What follows belongs to an exercise in optimizing a design on an open flow for small area; a production flow would make more cautious choices. No run shown here included a check of the RTL's function; only the layout flow was run. Power is estimated from default activity; no workload was simulated.

## flow/config.mk

```make
export PLATFORM = sky130hd
export DESIGN_NAME = reaction_main
export DESIGN_NICKNAME = reaction_main
export VERILOG_FILES = /design/flow/design.v
export SDC_FILE = /design/flow/constraint.sdc
export NUM_CORES = 4
export LEC_CHECK = 0
export CAP_MARGIN = 20
export CORE_MARGIN = 2
export CORE_UTILIZATION = 40
export SLEW_MARGIN = 20
export POST_FLOORPLAN_TCL = /design/flow/flow/downsize.tcl
export BUFFER_PORTS_ARGS = -buffer_cell sky130_fd_sc_hd__buf_1
export CTS_ARGS = -sink_clustering_enable -repair_clock_nets -dont_use_dummy_load
```

## flow/constraint.sdc

```tcl
create_clock -name core_clock -period 6.0 [get_ports {clock}]
set_input_delay 1.2000 -clock core_clock [delete_from_list [all_inputs] [get_ports {clock}]]
set_output_delay 1.2000 -clock core_clock [all_outputs]
set_load 0.01 [all_outputs]
```

## flow/design.v

```verilog
`timescale 1ns / 1ps
module muxer(
  input clock,
  input reset,
  input digits,           
  input dash63,           
  input [3:0] d0,
  input [3:0] d1,
  input [2:0] d2,
  input [3:0] d3,
  output a_m, b_m, c_m, d_m, e_m, f_m, g_m, dp_m,
  output [3:0] an_m
  );
reg [14:0] s;
reg b;
reg [1:0] g;
wire z = ~|s[13:0];
wire fb = s[14] ^ s[13] ^ z;
wire wrap = s[14] & z;      
always @(posedge clock or posedge reset) begin
  if (reset) begin
    s <= 15'd0;
    b <= 1'b0;
    g <= 2'd0;
  end else begin
    s <= {s[13:0], fb};
    b <= b ^ wrap;
    g <= (wrap & b) ? {g[0], ~g[1]} : g;
  end
end
reg [3:0] v;
always @(*) begin
    case (g)
      2'b00: v = d0;
      2'b01: v = d1;
      2'b11: v = {d2[2], ~d2[2], d2[1:0]};
      default: v = d3;
    endcase
end
reg [6:0] seg;
always @(*) begin
  case (v)
    4'd0: seg = 7'b0111111;
    4'd1: seg = 7'b0111111;
    4'd2: seg = 7'b0111111;
    4'd3: seg = 7'b0111111;
    4'd4: seg = 7'b0111111;
    4'd5: seg = 7'b0111111;
    4'd6: seg = 7'b1000000;
    4'd7: seg = 7'b1111001;
    4'd8: seg = 7'b0100100;
    4'd9: seg = 7'b0110000;
    4'd10: seg = 7'b0011001;
    4'd11: seg = 7'b0010010;
    4'd12: seg = 7'b0000010;
    4'd13: seg = 7'b1111000;
    4'd14: seg = 7'b0000000;
    4'd15: seg = 7'b0010000;
  endcase
end
reg [6:0] sp;
always @(*) begin
  if (dash63)
    case (g)
      2'b00: sp = 7'b0110000;
      2'b01: sp = 7'b0000010;
      2'b11: sp = 7'b0111111;
      2'b10: sp = 7'b0111111;
    endcase
  else
    case (g)
      2'b00: sp = 7'b0111111;
      2'b01: sp = 7'b1001111;
      2'b11: sp = 7'b0001001;
      2'b10: sp = 7'b0111111;
    endcase
end
assign {g_m, f_m, e_m, d_m, c_m, b_m, a_m} = digits ? seg : sp;
assign an_m = {~(g[1] & ~g[0]), ~(g[1] & g[0]), ~(~g[1] & g[0]), ~(~g[1] & ~g[0])};
assign dp_m = ~g[0];
endmodule
`timescale 1ns / 1ps
module reaction_main(
  input clock, reset, start, stop, ave, ave2,
  output led,
  output [3:0] an,
  output a, b, c, d, e, f, g, dp
  );
reg dffstr1, dffstr2, dffstp1, dffstp2;
always @(posedge clock) begin
  dffstr1 <= start;
  dffstr2 <= dffstr1;
  dffstp1 <= stop;
  dffstp2 <= dffstp1;
end
wire db_start = ~dffstr1 & dffstr2;
wire db_stop  = ~dffstp1 & dffstp2;
reg q0, q1, q2;
reg [28:0] r;
localparam [28:0] TERM = 29'd500000000;
localparam [28:0] INIT = (TERM & 29'h1F000000) | (29'd6 << 20) | (29'd2 << 17)
                       | (29'd6 << 13) | (29'd6 << 9) | 29'd11;
localparam [28:0] SETM = INIT & ~(TERM + 29'd1);
localparam [28:0] CLRM = ~INIT & (TERM + 29'd1);
wire eq      = (r == TERM);
wire idle    = ~q0 & ~q1;
wire startng = q0 & ~q1;
wire run     = q1 & (q0 | ~q2);
wire shift   = idle & ~db_start;
wire load    = startng & eq;
localparam G = 6;
wire [29:0] cy;
wire [4:0] gc;
assign gc[0] = startng | run;
genvar i, j;
generate for (j = 0; j < 5; j = j + 1) begin : grp
  if (j < 4) begin : skip
    assign gc[j+1] = gc[j] & (&r[G*j+G-1:G*j]);
  end
  assign cy[G*j] = gc[j];
  for (i = G*j; i < G*j+G-1 && i < 28; i = i + 1) begin : rip
    assign cy[i+1] = cy[i] & r[i];
  end
end endgenerate
assign cy[29] = cy[28] & r[28];
wire wt = q1 & cy[9];
wire w0 = q1 & cy[13];
wire w1 = q1 & cy[17];
wire w2 = q1 & cy[20];
wire w3 = q1 & cy[24];
wire [28:0] corr = {5'b0, 1'b0, w3, w3, 1'b0, 1'b0, w2, 1'b0,
                    1'b0, w1, w1, 1'b0, 1'b0, w0, w0, 1'b0,
                    5'b0, wt, 1'b0, wt, wt};
wire [28:0] inc = ((r ^ cy[28:0]) | corr | (SETM & {29{load}})) & ~(CLRM & {29{load}});
always @(posedge clock or posedge reset) begin
  if (reset) begin
    r  <= 29'hF;
    q0 <= 1'b0;
    q1 <= 1'b0;
    q2 <= 1'b0;
  end else begin
    r  <= shift ? {r[27:0], r[28] ^ r[26]} : inc;
    q0 <= ~q1 & (q0 | db_start);
    q1 <= q1 | (q0 & eq);
    q2 <= idle ? ave : (q1 ? (~q0 & (q2 | db_stop)) : q2);
  end
end
assign led = (q1 | (q0 & eq)) & ~db_stop;
muxer display (
  .clock(clock), .reset(reset),
  .digits(q1), .dash63(q0 ? q2 : ave),
  .d0(r[12:9]), .d1(r[16:13]), .d2(r[19:17]), .d3(r[23:20]),
  .a_m(a), .b_m(b), .c_m(c), .d_m(d), .e_m(e), .f_m(f), .g_m(g),
  .dp_m(dp), .an_m(an)
);
endmodule
```

## flow/flow/run.sh

```bash
#!/bin/bash
# The standard layout (the standard.sh) with three changes:
#  - after floorplanning, each combinational cell that synthesis sized up is
#    swapped for the smallest cell of its family (flow/downsize.tcl); the
#    placement and CTS repair steps size up again where timing needs it;
#  - the port buffers are the smallest buffer cell (buf_1);
#  - clock tree synthesis adds no dummy loads.
# Each tool's output stays in the ORFS logs under orfs/logs; make's own
# output goes to standard.log.
set -e
echo "export POST_FLOORPLAN_TCL = $PWD/flow/downsize.tcl" >> config.mk
echo 'export BUFFER_PORTS_ARGS = -buffer_cell sky130_fd_sc_hd__buf_1' >> config.mk
echo 'export CTS_ARGS = -sink_clustering_enable -repair_clock_nets -dont_use_dummy_load' >> config.mk
bash standard.sh > standard.log 2>&1
```

## flow/flow/downsize.tcl

```tcl
# Swap each combinational standard cell for the smallest cell of its family
# (same function and pins, another drive strength).  Registers, clock
# cells, tie cells and physical cells keep theirs.  Later repair steps
# upsize again where timing, slew or capacitance need it.
proc ds_dont_use { name } {
  foreach pat $::env(DONT_USE_CELLS) {
    if { [string match $pat $name] } { return 1 }
  }
  return 0
}
set ds_db [ord::get_db]
set ds_count 0
set ds_saved 0
foreach ds_inst [[ord::get_db_block] getInsts] {
  set ds_master [$ds_inst getMaster]
  set ds_name [$ds_master getName]
  if { ![regexp {^(sky130_fd_sc_hd__)([a-z0-9]+)_([0-9]+)$} $ds_name -> ds_pfx ds_base ds_drv] } { continue }
  if { [regexp {^(df|edf|sdf|sedf|dl|tap|fill|decap|conb|clk|lpflow|probe|diode)} $ds_base] } { continue }
  set ds_best $ds_master
  foreach ds_d {0 1 2 3 4 6 8 12 16} {
    set ds_cand [$ds_db findMaster "${ds_pfx}${ds_base}_${ds_d}"]
    if { $ds_cand == "NULL" || $ds_cand == "" } { continue }
    if { [ds_dont_use [$ds_cand getName]] } { continue }
    if { [$ds_cand getWidth] < [$ds_best getWidth] } { set ds_best $ds_cand }
  }
  if { $ds_best != $ds_master } {
    set ds_saved [expr { $ds_saved + [$ds_master getWidth] - [$ds_best getWidth] }]
    $ds_inst swapMaster $ds_best
    incr ds_count
  }
}
puts "downsize: swapped $ds_count cells, width saved [expr { $ds_saved / 1000.0 }] um"
```

## flow/standard.sh

```bash
#!/bin/bash
# synth_recipe.tcl (not shown) runs the flow's synth.tcl, then flattens the netlist and writes it again
# the make line also repeats each setting of config.mk as NAME=value (left out here)
make -C /OpenROAD-flow-scripts/flow DESIGN_CONFIG=/design/flow/config.mk WORK_HOME=/design/flow/orfs CLKGATE_MAP_FILE= SYNTH_SCRIPT=/design/flow/synth_recipe.tcl "${@:-finish}"
```

==> results by group, run 1 <==
Run status
  • Status: no timing/DRC/antenna violations

Floorplanning
  • Rows: 30
  • Die height: 87.56 um
  • Number of top-level pins: 19
  • Core area: a little under 7000 sq um
  • Die W: 87.56 um
  • Die area: approximately 7700 sq um
  • Initial Util: 41.33%

Synthesis
  • Most frequent cell after synthesis: nand2_1
  • Cell taking the most area after synthesis: dfrtp_1
  • Async SR Flop Fraction: 92.59%
  • EDFF count, synth: 0
  • Post-synth top area share: 41.22%
  • Synth top area cells: dfrtp_1 (41%), ha_1 (11%), nand2_1 (6.9%), dfstp_2 (3.8%), dfxtp_1 (2.9%)
  • Sequential area share after synthesis: 47.85%
  • Synthesized Nets: 298
  • Distinct cells, synth: 49
  • Syn. warnings: 2
  • Gate Count Post-Synth: roughly 270
  • Synth cell count leaders: nand2_1 (51), dfrtp_1 (46), ha_1 (25)
  • #FFs+latches synth: between 50 and 60
  • Post-synth top flop: dfrtp_1
  • Mean Syn Cell Area: 10.46 sq um
  • Post-Syn Area: 2793 sq um

Pwr
  • P_int: ~590 uW
  • Switch share: just over 30%
  • Combinational power share: 20.3%
  • PD cells: between 200 and 300 nW/um^2
  • Seq pwr share: 58.1%
  • Clock power share: 21.5%
  • Net Sw Power: 260.2 uW
  • Leak: around 0.0014 uW
  • Largest vdd supply drop: 0.1460 mV

Route
  • Detailed Route WL: ~5.3 mm
  • WL met3: 130 um
  • Antenna Nets Post-Route: 0
  • Wire per inst: 14.91 um
  • First-iteration detailed-routing DRC count: 122
  • Routed length on met1: 2.648 mm
  • Routed vias/inst: 5.324
  • Vias: 1,906
  • Drt first pass iters: 4
  • Drt drc: 0
  • Max Used Layer: met4
  • Met2 routed WL: 2.491 mm

Placed design
  • Dpl hpwl: 3.727 mm
  • IO Port Bufs: 17
  • Placed Area: 2879 sq um
  • Placer Congestion: 0.7488

Clocking
  • H-tree Lvls: 2
  • Post-CTS resize count: 0
  • CTS tree: built
  • CTS root buf: clkbuf_8
  • CTS Sinks: 54
  • Deepest clock path buffer count: 2
  • Worst skew pair latency: 310 ps
  • Clock slew at reported path FFs: approximately 100 ps
  • # hold bufs at CTS: 0
  • Num CTS Buffers: 5
  • Post-CTS Setup Inserts: 0

Finish
  • Final Cell Area: approximately 3000 sq um
  • Filler Cell Count: 643
  • FF/Latch Area: 1336 sq um
  • Area grow syn2layout: 5.600%
  • Top reg by flops: r
  • Share of post-route cells with drive strength above 1: 7.914%
  • Area of the multi-input gates: 1326 sq um
  • N_diodes: 0
  • Max reg flops: 29
  • Post-layout nets: a little over 300
  • Largest regs: r: 29 flops, display.s: 15 flops, display.g: 2 flops

Job
  • Maxcap violations: 0

Setup path
  • Slowest stage delay, CP: ~670 ps
  • Critical path required time: 4800 ps
  • Critical path fanouts, max: 9
  • Startpoint types: register
  • CP max stage cell: mux4_2
  • Critical path arrival: 2400 ps
  • Critical path class: register to output port
  • Critical path cell sequence: mux4_2, nor2b_1, maj3_1, a21oi_1, buf_1
  • Critical path endpoint category: output port

Worst hold path
  • Min-delay worst type: register to register

Timing
  • Measured slew at the worst slew-check pin: 931.3 ps
  • Slew HR: 37.24%
  • Setup Skew: ~21 ps
  • RSZ-0062 raised after global routing: no
  • Fin. max-slew vios: 0
  • Max Clock Freq: between 0.2 and 0.3 GHz
  • Fin Setup TNS: 0 ps
  • Tmin final: ~3600 ps
  • Final period util: 60.04%
  • Final hold viol count: 0
  • Final setup fails: 0

Global routing
  • Initial antenna violation count: 0
  • Vias in the first global route: 1,858
  • Largest net degree at the start of global routing: 51
  • Total Routing Usage GR: 15.23%
  • First-pass GRT wire length: 9.177 mm
  • Overflow after GRT: 0
==> critical path, delay by kind of cell (launching register included) <==
kind            cells  cell delay (ps)
mux                 1              670
flops               1              550
compound gates      1              150
simple gates        1              200
buf+inv             1              180
fa+ha+maj           1              350
==> per-stage QoR <==
stage          hold WS (ps)  setup slack (ps)  util, %  total power (uW)  instances
5_1_grt               361.5              2215    43.65             911.8        358
3_5_place_dp          336.0              2573    42.61             675.6        353
6_report              350.0              2398    43.65             850.1        358
4_1_cts               352.9              2375    43.63             861.2        358
2_1_floorplan         322.6              2811        -             623.0        267
3_3_place_gp          329.7              2580    42.61             670.0        353
==> worst paths after layout <==
| path | slack, ps | start | to | cells past startpoint |
|---|---|---|---|---|
| max | 2400 | display.g[0]$_DFFE_PP0P_ | f | 5 |
| min | 350 | dffstp1$_DFF_P_ | dffstp2$_DFF_P_ | 0 |
| max reg2reg | 2910 | q1$_DFF_PP0_ | r[15]$_DFF_PP0_ | 10 |
| min reg2reg | 350 | dffstp1$_DFF_P_ | dffstp2$_DFF_P_ | 0 |
| max in group asynchronous | 4470 | reset | q0$_DFF_PP0_ | 2 |
| min in group asynchronous | 990 | reset | r[17]$_DFF_PP0_ | 2 |
==> metal layers <==
metal	vias to the layer above	global-route usage [%]
li1	960	-
met1	919	21.29
met2	20	24.45
met3	7	2.828
met4	0	4.196
met5	-	0
==> cells in the final DEF, fill, tap and decap left out, drive strengths merged, types with 4 or more instances in the layout <==
| cell | count |
|---|---|
| dfstp | 4 |
| nand2 | 51 |
| xnor2 | 6 |
| inv | 11 |
| dfrtp | 46 |
| buf | 18 |
| mux4 | 4 |
| nor4 | 5 |
| dfxtp | 4 |
| a211oi | 4 |
| o21ai | 13 |
| a21oi | 9 |
| nor2b | 4 |
| nand4 | 5 |
| nor3 | 5 |
| nor2 | 13 |
| clkbuf | 5 |
| mux2i | 4 |
| ha | 25 |
==> logic make-up (layout without fill, tap and decap cells) <==
kind of cell,Yosys count,count (layout),share of synthesized area [%]
flops,54,54,47.85
buf+inv,24,35,3.763
compound gates,39,39,9.722
mux,11,11,6.004
xor+xnor,8,8,2.509
fa+ha+maj,26,26,11.60
simple gates,105,105,18.55
==> cell type report <==
cell class / count / share of cell area, %
Sequential cell: 54 / 45.31
Multi-Input combinational cell: 189 / 44.97
Tap cell: 80 / 3.394
Timing Repair Buffer: 18 / 2.418
Clock buffer: 5 / 2.333
Inverter: 12 / 1.570
==> power by group through the flow <==
stage | Sequential (uW) | Clock [uW] | Combinational (uW)
2_1_floorplan | 478 | 0 | 145
3_3_place_gp | 500 | 0 | 170
3_5_place_dp | 502 | 0 | 174
4_1_cts | 494 | 191 | 175
5_1_grt | 504 | 205 | 202
6_report | 494 | 183 | 173
==> inputs of run 2 (changes only) <==
--- a/flow/design.v
+++ b/flow/design.v
@@ -110,9 +110,9 @@
 wire load    = startng & eq;
-localparam G = 6;
+localparam G = 10;
 wire [29:0] cy;
-wire [4:0] gc;
+wire [2:0] gc;
 assign gc[0] = startng | run;
 genvar i, j;
-generate for (j = 0; j < 5; j = j + 1) begin : grp
-  if (j < 4) begin : skip
+generate for (j = 0; j < 3; j = j + 1) begin : grp
+  if (j < 2) begin : skip
     assign gc[j+1] = gc[j] & (&r[G*j+G-1:G*j]);
==> results by group, run 2 <==
Clocking
  • CTS root buf: clkbuf_8
  • Deepest clock path buffer count: 2
  • Clock slew at reported path FFs: ~100 ps
  • # hold bufs at CTS: 0
  • Num CTS Buffers: 5
  • H-tree Lvls: 2
  • Post-CTS resize count: 0
  • Worst skew pair latency: ~310 ps
  • CTS tree: built
  • CTS Sinks: 54
  • Post-CTS Setup Inserts: 0

Setup path
  • Critical path class: register to output port
  • Critical path arrival: around 2400 ps
  • Critical path endpoint category: output port
  • Critical path fanouts, max: 12
  • Startpoint types: register
  • Critical path required time: 4800 ps

Placed design
  • Placer Congestion: around 0.76
  • IO Port Bufs: 17
  • Placed cells: roughly 350
  • Dpl hpwl: ~3.7 mm

Route
  • Routed length on met1: 2.546 mm
  • Wire per inst: 14.70 um
  • Max Used Layer: met4
  • Drt first pass iters: 4
  • Met2 routed WL: approximately 2.4 mm
  • Detailed Route WL: 5.158 mm
  • Drt drc: 0
  • Routed vias/inst: approximately 5.3
  • WL met3: 126 um
  • Antenna Nets Post-Route: 0
  • Vias: around 1,900
  • First-iteration detailed-routing DRC count: approximately 150

Finish
  • Area grow syn2layout: 7.090%
  • Post-layout nets: roughly 300
  • Top reg by flops: r
  • N_diodes: 0
  • Max reg flops: 29
  • Share of post-route cells with drive strength above 1: 7.749%
  • Largest regs: r: 29 flops, display.s: 15 flops, display.g: 2 flops
  • Most common cell after layout, fill and taps aside: nand2_1
  • Final std cells w/o fill: 351
  • Most frequent cells in the layout: nand2_1 (54), dfrtp_1 (46), ha_1 (27)

Synthesis
  • Post-synth top area share: 42.36%
  • EDFF count, synth: 0
  • #FFs+latches synth: 54
  • Most frequent cell after synthesis: nand2_1
  • Mean Syn Cell Area: 10.45 sq um
  • Sequential area share after synthesis: around half
  • Synth cell count leaders: nand2_1 (54), dfrtp_1 (46), ha_1 (27)
  • Post-Syn Area: 2718 sq um
  • Syn. warnings: 2
  • Post-synth top flop: dfrtp_1
  • Distinct cells, synth: 45
  • Gate Count Post-Synth: 260
  • Synth top area cells: dfrtp_1 (42%), ha_1 (12%), nand2_1 (7.5%), dfstp_2 (3.9%), mux4_2 (3.3%)
  • Cell taking the most area after synthesis: dfrtp_1
  • Synthesized Nets: 293
  • Async SR Flop Fraction: 92.59%

Global routing
  • Overflow after GRT: 0
  • Largest net degree at the start of global routing: 51
  • Total Routing Usage GR: 14.85%
  • Initial antenna violation count: 0
  • Vias in the first global route: 1,738
  • First-pass GRT wire length: 8.763 mm

Worst hold path
  • Min-delay worst type: register to register

Timing
  • Slew HR: approximately two fifths
  • Fin Setup TNS: 0 ps
  • Max Clock Freq: 0.2751 GHz
  • Measured slew at the worst slew-check pin: 884.3 ps
  • RSZ-0062 raised after global routing: no
  • Tmin final: 3635 ps
  • Hold Slack: 364.0 ps
  • Final setup fails: 0
  • Fin. max-slew vios: 0
  • Final hold viol count: 0
  • Final period util: 60.59%
  • Setup Skew: 35.52 ps

Floorplanning
  • Rows: 30
  • Die area: ~7500 sq um
  • Initial Util: 40.67%
  • Core area: 6681 sq um
  • Number of top-level pins: 19
  • Die W: roughly 86 um
  • Die height: 86.43 um

Pwr
  • Net Sw Power: between 200 and 300 uW
  • Switch share: 29.92%
  • PD cells: 294.3 nW/um^2
  • Seq pwr share: 58.4%
  • Combinational power share: between 20% and 30%
  • P_int: 600.3 uW
  • Largest vdd supply drop: 0.1550 mV
  • Clock power share: 20.7%
  • Leak: between 0.001 and 0.0015 uW

Job
  • Maxcap violations: 0

Run status
  • Status: no timing/DRC/antenna violations
-- run 2: cell types whose count changed in the layout (fill, tap and decap cells not counted), moves of 3 or more --
cell      change
a22o_1        +4
nand2_1       +3
o21ai_0       -5
a211oi_1      -3
and2_1        +3
inv_1         -4
-- run 2: final cells by class --
cell class,count,area (sq um)
clock buffer,5,68.82
timing repair buffer,18,71.32
tap,80,100.1
fill,663,3771
multi-input combinational,186,1303
sequential,54,1336
inverter,8,31.28
-- run 2: power groups by stage --
stage | Combinational, uW | Clock (uW) | Sequential (uW)
after floorplan | 148 | 0 | 484
after global placement | 175 | 0 | 506
after detailed placement | 181 | 0 | 507
after CTS | 181 | 187 | 500
after global routing | 207 | 201 | 513
final | 178 | 178 | 501
-- run 2: critical path, cell delays in order, from the launching register on --
cell,delay [ps]
dfrtp_1,620
mux4_2,650
and2_1,200
maj3_1,360
a21oi_1,140
buf_1,170
-- run 2: final timing paths --
| check | startpoint | endpoint | slack [ps] | cells past startpoint |
|---|---|---|---|---|
| min reg2reg | dffstr1$_DFF_P_ | dffstr2$_DFF_P_ | 360 | 0 |
| max in group asynchronous | reset | r[28]$_DFF_PP0_ | 4450 | 2 |
| min in group asynchronous | reset | display.s[3]$_DFF_PP0_ | 990 | 2 |
| min | dffstr1$_DFF_P_ | dffstr2$_DFF_P_ | 360 | 0 |
| max | display.g[0]$_DFFE_PP0P_ | f | 2360 | 5 |
| max reg2reg | q1$_DFF_PP0_ | r[18]$_DFF_PP0_ | 2600 | 13 |
-- run 2: cells by family after synthesis --
| kind of cell | Yosys count | share of synthesized area, % |
|---|---|---|
| fa+ha+maj | 28 | 12.80 |
| xor+xnor | 5 | 1.611 |
| mux | 9 | 5.249 |
| compound gates | 35 | 9.070 |
| simple gates | 109 | 19.29 |
| flops | 54 | 49.17 |
| buf+inv | 20 | 2.808 |
-- run 2: layer usage --
layer	global-route usage, %	vias to the layer above
li1	-	933
met1	20.96	898
met2	23.85	21
met3	2.571	4
met4	3.835	0
met5	0	-
-- run 2: stage by stage --
step | worst slack [ps] | total power (uW) | instance area, sq um | util, %
final | 2365 | 856.6 | 2910 | 43.56
after CTS | 2346 | 868.5 | 2909 | 43.54
after detailed placement | 2446 | 688.9 | 2840 | 42.51
after floorplan | 2791 | 631.6 | 2718 | -
after global placement | 2475 | 680.7 | 2840 | 42.51
after global routing | 2193 | 920.4 | 2910 | 43.56
==> inputs of run 3 (changes only) <==
--- a/flow/design.v
+++ b/flow/design.v
@@ -110,9 +110,9 @@
 wire load    = startng & eq;
-localparam G = 10;
+localparam G = 15;
 wire [29:0] cy;
-wire [2:0] gc;
+wire [1:0] gc;
 assign gc[0] = startng | run;
 genvar i, j;
-generate for (j = 0; j < 3; j = j + 1) begin : grp
-  if (j < 2) begin : skip
+generate for (j = 0; j < 2; j = j + 1) begin : grp
+  if (j < 1) begin : skip
     assign gc[j+1] = gc[j] & (&r[G*j+G-1:G*j]);
==> results by group, run 3 <==
Run status
  • Status: no timing/DRC/antenna violations

Clocking
  • Worst skew pair latency: just over 300 ps
  • CTS root buf: clkbuf_8
  • Num CTS Buffers: 5
  • CTS tree: built
  • Post-CTS Setup Inserts: 0
  • # hold bufs at CTS: 0
  • CTS Sinks: 54
  • Deepest clock path buffer count: 2
  • Post-CTS resize count: 0
  • Clock slew at reported path FFs: 80 ps
  • H-tree Lvls: 2

Finish
  • Largest regs: r: 29 flops, display.s: 15 flops, display.g: 2 flops
  • Top reg by flops: r
  • N_diodes: 0
  • Area of the multi-input gates: approximately 1300 sq um
  • Area grow syn2layout: 4.756%
  • Post-layout nets: 310
  • Most frequent cells in the layout: nand2_1 (55), dfrtp_1 (46), ha_1 (28)
  • Final Cell Area: 2894 sq um
  • Most common cell after layout, fill and taps aside: nand2_1
  • Filler Cell Count: between 600 and 700
  • FF/Latch Area: 1336 sq um
  • Max reg flops: 29
  • Share of post-route cells with drive strength above 1: 7.299%

Synthesis
  • Post-Syn Area: 2763 sq um
  • Post-synth top area share: 41.67%
  • Cell taking the most area after synthesis: dfrtp_1
  • Gate Count Post-Synth: approximately 260
  • #FFs+latches synth: 54
  • Mean Syn Cell Area: roughly 11 sq um
  • Synthesized Nets: 296
  • Sequential area share after synthesis: approximately 48%
  • Distinct cells, synth: 43
  • Syn. warnings: 2
  • Synth top area cells: dfrtp_1 (42%), ha_1 (13%), nand2_1 (7.5%), dfstp_2 (3.8%), a21oi_1 (3.4%)
  • Async SR Flop Fraction: between 90% and 100%
  • EDFF count, synth: 0
  • Most frequent cell after synthesis: nand2_1
  • Post-synth top flop: dfrtp_1
  • Synth cell count leaders: nand2_1 (55), dfrtp_1 (46), ha_1 (28)

Setup path
  • Critical path cell sequence: inv_1, o21bai_1, ha_1, ha_1, ha_1, ha_1, ha_1, ha_1, ha_1, ha_1, ha_1, ha_1, ha_1, ha_1, ha_1, ha_1, xor2_1, a21oi_1, o21ai_0
  • RR Startpoint: q1$_DFF_PP0_
  • Cell family contributing the most delay on the critical path: adder cells
  • CP max stage cell: dfrtp_1
  • Number of buffers and inverters on the critical path: 1
  • Critical path required time: 6170 ps
  • Critical path fanouts, max: 27
  • Most frequent CP cell: ha_1
  • Critical path endpoint category: register
  • Startpoint types: register
  • Critical path arrival: 4530 ps
  • Slowest stage delay, CP: 730 ps
  • Critical path class: register to register
  • Worst setup path startpoint: q1$_DFF_PP0_

Global routing
  • Overflow after GRT: 0
  • Total Routing Usage GR: 15.82%
  • Vias in the first global route: 1,837
  • First-pass GRT wire length: 9.246 mm
  • Largest net degree at the start of global routing: 51
  • Initial antenna violation count: 0

Route
  • Routed vias/inst: 5.395
  • First-iteration detailed-routing DRC count: 100
  • Detailed Route WL: 5.373 mm
  • Antenna Nets Post-Route: 0
  • Vias: 1,910
  • Drt first pass iters: 4
  • Drt drc: 0
  • Wire per inst: between 15 and 20 um

Timing
  • Max Clock Freq: 0.2297 GHz
  • Final hold viol count: 0
  • Fin. max-slew vios: 0
  • Tmin final: 4353 ps
  • Slew HR: 36.77%
  • Fin Setup TNS: 0 ps
  • RSZ-0062 raised after global routing: no
  • Measured slew at the worst slew-check pin: 948.5 ps
  • Final period util: 72.55%
  • Setup Skew: 14.85 ps
  • Final setup fails: 0

Placed design
  • IO Port Bufs: 17
  • Dpl hpwl: 3.637 mm
  • Placer Congestion: 0.7982
  • Placed Area: 2824 sq um

Job
  • Maxcap violations: 0

Floorplanning
  • Die area: between 7000 and 8000 sq um
  • Core area: 6756 sq um
  • Die height: 87.11 um
  • Number of top-level pins: 19
  • Die W: between 80 and 90 um
  • Rows: 30
  • Initial Util: between 40% and 50%

Pwr
  • Largest vdd supply drop: 0.1038 mV
  • PD cells: 292.8 nW/um^2
  • Leak: between 0.001 and 0.0015 uW

Worst hold path
  • Worst Hold Launch: dffstp1$_DFF_P_
  • Min-delay worst type: register to register
==> run 3: cell count changes after synthesis, moves of 3 or more <==
cell / delta
and2_1: -5
nand4_1: +3
clkbuf_1: -6
a21oi_1: +11
clkbuf_8: +3
o32a_1: -4
==> run 3: cell type report <==
cell class              instances  share of cell area [%]
clock buffers                   5                   2.378
repair buffers                 18                   2.464
inverters                       6                  0.8214
flip-flops and latches         54                   46.17
well taps                      80                   3.459
multi-input cells             191                   44.70
==> run 3: through the flow <==
stage          power [uW]  hold slack (ps)  std cells  util [%]  setup slack (ps)
2_1_floorplan       617.1            322.6        262         -              2325
3_3_place_gp        661.1            328.4        349     41.80              1717
3_5_place_dp        667.8            333.1        349     41.80              1697
4_1_cts             854.3            352.0        354     42.81              1650
5_1_grt             913.6            355.6        354     42.83              1374
6_report            847.3            349.2        354     42.83              1647
==> run 3: worst paths after layout <==
| check | slack [ps] | endpoint | cells after the start |
|---|---|---|---|
| hold reg to reg | 350 | dffstp2$_DFF_P_ | 0 |
| setup / recovery | 1650 | r[14]$_DFF_PP0_ | 19 |
| hold / removal | 350 | dffstp2$_DFF_P_ | 0 |
| setup reg to reg | 1650 | r[14]$_DFF_PP0_ | 19 |
| min in group asynchronous | 1020 | r[17]$_DFF_PP0_ | 2 |
| max in group asynchronous | 4470 | r[14]$_DFF_PP0_ | 2 |
==> run 3: logic make-up (layout without fill, tap and decap cells) <==
kind of cell             after synthesis  after routing  share of synthesized area (%)
adder cells (fa/ha/maj)               29             29                          13.09
AO/OA/AOI/OAI                         41             41                          9.239
multiplexers                           9              9                          5.299
XOR/XNOR                               5              5                          1.585
AND/OR/NAND/NOR                      107            107                          18.43
flip-flops                            54             54                          48.37
buffers and inverters                 17             29                          3.985
==> run 3: where the power goes <==
part / leakage (uW) / switching, uW / internal (uW)
sequential: 0.000671 / 63.2 / 426
clock: 0.0000359 / 110 / 75.7
combinational: 0.000680 / 89.0 / 82.9
total: 0.00139 / 262 / 585
==> run 3: per-layer routing <==
metal	track usage, %	routed length, um	vias to the layer above
met4	5.175	73	0
li1	-	-	948
met1	23.55	2757	916
met3	3.223	209	6
met5	0	0	-
met2	23.11	2332	40

[what the ideal ports hide]
The flow's constraints put no driver on any port. The routed layouts listed below were extracted and timed again, unchanged, in two steps. Step 1 sets driving cells, clkbuf_16 on the clock port and buf_2 on the other inputs (assumed; they add their load-dependent delay and slew). Step 2, shift: input delay + t, output delay - t, t = (earliest + latest rising clock arrival at the registers) / 2. This alone moves slack from input paths to output paths. a / b / c = ideal / step 1 / step 2; a / b = the first two.
run	t, ns	setup slack, ns	slew at the worst register clock pin (ns)
run 1	0.329	2.398 / 2.373 / 2.549	0.10 / 0.10
run 2	0.314	2.365 / 2.338 / 2.421	0.10 / 0.10
run 3	0.331	1.647 / 1.647 / 1.647	0.10 / 0.10
After both steps setup and hold are still met in every run listed.
